This design comes from an exercise in tuning for small area, a short achievable clock period and few clock cycles on the open sky130 flow, not from production work.
Function was checked by simulation only, so behaviour that the tests miss may differ from the original.
Power is estimated from default activity; no workload was simulated.

## pipeline
module pipeline (
  input  logic        CLK, nRST,
  output logic        halt,
  input  logic [1:0]  ramstate,
  input  logic [31:0] ramload,
  output logic [31:0] memaddr,
  output logic        memREN,
  output logic        memWEN,
  output logic [31:0] memstore
);
For scale: roughly 4200 cells after synthesis, ~1200 flip-flops, ~100 I/O pins, roughly 55000 um2 of cells after synthesis.
Settings: LEC_CHECK=0, CAP_MARGIN=50, CORE_MARGIN=2, CORE_UTILIZATION=55, CTS_CLUSTER_DIAMETER=80, CTS_CLUSTER_SIZE=20, PLACE_DENSITY=0.7, SETUP_SLACK_MARGIN=5, SLEW_MARGIN=70; clock period 12.0 ns.
run.sh (not shown) runs the stock make flow with config.mk's settings and CLKGATE_MAP_FILE= SYNTH_SCRIPT=/design/flow/synth_recipe.tcl, a recipe that flattens the netlist after the stock synthesis.
Testbench counts at the start, summed over its fixed seeds: cycles 104,983.
Rerun with:
--- a/flow/design.v
+++ b/flow/design.v
@@ -257,33 +257,33 @@
     end
   end
   always_ff @(posedge CLK) begin
     if (fdone && daccept)
       ir <= ramload;
     if (dstep && !dph) begin
       daddr <= dsum;
       lrt   <= rt;
     end
-    a  <= rdata;
-    sa <= rdata[4:0];
     if (dstep) begin
+      a  <= rdata;
+      sa <= rdata[4:0];
       if (dph && is_sw)
         b <= rdata;                        
       else if (dph)
         b <= {32{f_sub | f_slt | f_sltu}} ^ (f_sll ? brev : b);
       else if (two)
         b <= rdata;                        
       else if (is_jal)
         b <= {npc, 2'b00};
       else
         b <= {32{f_slt | f_sltu}} ^ immy;
     end
-    begin
+    if (e_go) begin
       ewsel  <= dph ? rd : (is_jal ? 5'd31 : rt);
       e_sub  <= f_sub | f_slt | f_sltu;
       e_left <= f_sll;
       e_sum  <= f_add | f_sub;
       e_slt  <= f_slt;
       e_sltu <= f_sltu;
       e_and  <= f_and;
       e_or   <= f_or;
       e_xor  <= f_xor;
Setup slack degrades by 220 ps.
Cell area is higher by 0.31%.
Routed wire length grows by 1.5%.
Sequential power grows by 12%.
Combinational power rises by 21%.
Testbench counts after the change, summed over its fixed seeds: cycles 104,983.

---

pipeline, a different RTL version from the one above (not shown whole).
Size in the first run: ~4200 cells after synthesis, about 1200 flip-flops, ~100 I/O pins, ~54000 um2 of cells after synthesis.
make LEC_CHECK=0 CAP_MARGIN=50 CORE_MARGIN=2 CORE_UTILIZATION=65 CTS_CLUSTER_DIAMETER=80 CTS_CLUSTER_SIZE=20 PLACE_DENSITY=0.8 SETUP_SLACK_MARGIN=5 SLEW_MARGIN=70 finish   # period 12.0 ns
Testbench counts at the start, summed over its fixed seeds: cycles 104,625.
==> next run, changes <==
--- a/flow/design.v
+++ b/flow/design.v
@@ -189,17 +189,19 @@
   logic [4:0]  wsel;
   logic [31:0] wdata;
   assign wen   = dm ? (acc && !st) : ev;
   assign wsel  = dm ? lrt : ewsel;
   assign wdata = dm ? ramload : res;
   logic        clr;
+  logic [31:0] wdata_c;
   assign clr     = !nRST;
+  assign wdata_c = wdata & {32{nRST}};
   always_ff @(posedge CLK)
     for (int i = 1; i < 32; i++)
       if (clr || (wen && wsel == 5'(i)))
-        rf[i] <= wdata;
+        rf[i] <= wdata_c;
   logic [4:0] raddr_nx;
   assign raddr_nx = raddr_ld ? raddr_n : raddr;
   logic [31:1] rsel_nx;
   always_comb
     for (int i = 1; i < 32; i++)
       if (fdone && daccept)
@@ -223,13 +225,12 @@
       npc    <= '0;
       dv     <= 1'b0;
       dph    <= 1'b0;
       dm     <= 1'b0;
       ev     <= 1'b0;
       halt_r <= 1'b0;
-      {e_sum, e_slt, e_sltu, e_and, e_or, e_xor, e_nor, e_sh, e_b} <= '0;
       rq_d   <= 1'b0;
       rq_w   <= 1'b0;
       rq_f   <= 1'b1;
     end else begin
       if (redirect)
         npc <= target;
@@ -240,21 +241,12 @@
       if (leave)
         dph <= 1'b0;
       else if (dstep && !dph && two)
         dph <= 1'b1;
       dm <= dm_nx;
       ev <= e_go;
-      e_sum  <= f_add | f_sub;
-      e_slt  <= f_slt;
-      e_sltu <= f_sltu;
-      e_and  <= f_and;
-      e_or   <= f_or;
-      e_xor  <= f_xor;
-      e_nor  <= f_nor;
-      e_sh   <= f_sll | f_srl;
-      e_b    <= is_jal || is_lui;
       rq_d <= dm_nx || st_nx;
       rq_w <= st_nx;
       rq_f <= !halt_nx;            
       if (dstep && is_halt)
         halt_r <= 1'b1;
     end
@@ -281,9 +273,18 @@
         b <= {32{f_slt | f_sltu}} ^ immy;
     end
     begin
       ewsel  <= dph ? rd : (is_jal ? 5'd31 : rt);
       e_sub  <= f_sub | f_slt | f_sltu;
       e_left <= f_sll;
+      e_sum  <= f_add | f_sub;
+      e_slt  <= f_slt;
+      e_sltu <= f_sltu;
+      e_and  <= f_and;
+      e_or   <= f_or;
+      e_xor  <= f_xor;
+      e_nor  <= f_nor;
+      e_sh   <= f_sll | f_srl;
+      e_b    <= is_jal || is_lui;
     end
   end
 endmodule
=>
- combinational power fell by about 2%
- final area hardly moves
- routed wire length went up by 5.2%
- setup slack is worse by 0.30 ns
- count of clock-buffer cells in the layout came out lower by 4
- via count went up by 2.5%
- flip-flop and latch count does not change
- total power came out lower by 3.7%
- worst hold slack loses 0.0049 ns
- critical path depth is lower by 2
Testbench counts after the change, summed over its fixed seeds: cycles 104,625.

## port drivers added, routing unchanged
In the flow no input, the clock included, has a driving cell. The finished layouts below were timed again as built, in two steps. Step 1 sets driving cells, clkbuf_16 on the clock port and buf_2 on the other inputs (assumed; they add their load-dependent delay and slew). Step 2 times the ports against the registers' clock, not the clock port: input delays grow and output delays shrink by t, the midpoint of the rising clock arrivals with the driver on. Three values: no drivers, after step 1, after step 2; two values: the first two.
| run | t, ns | setup WS [ns] | latest minus earliest clock arrival (ns) | worst register clock-pin slew, ns |
|---|---|---|---|---|
| the first run of note 1 | 0.757 | 6.872 / 6.872 / 6.512 | 0.050 / 0.050 | 0.09 / 0.09 |
| the second run of note 1 | 0.745 | 6.656 / 6.656 / 6.340 | 0.030 / 0.030 | 0.09 / 0.09 |
| the first run of note 2 | 0.738 | 7.090 / 7.090 / 6.623 | 0.038 / 0.039 | 0.10 / 0.10 |
| the second run of note 2 | 0.736 | 6.793 / 6.793 / 6.155 | 0.088 / 0.088 | 0.09 / 0.09 |
After both steps setup and hold are still met in every run listed. The setup slack of the second run of note 2, which loses most, moves by 0.000 ns with the drivers and by -0.638 ns with both steps.
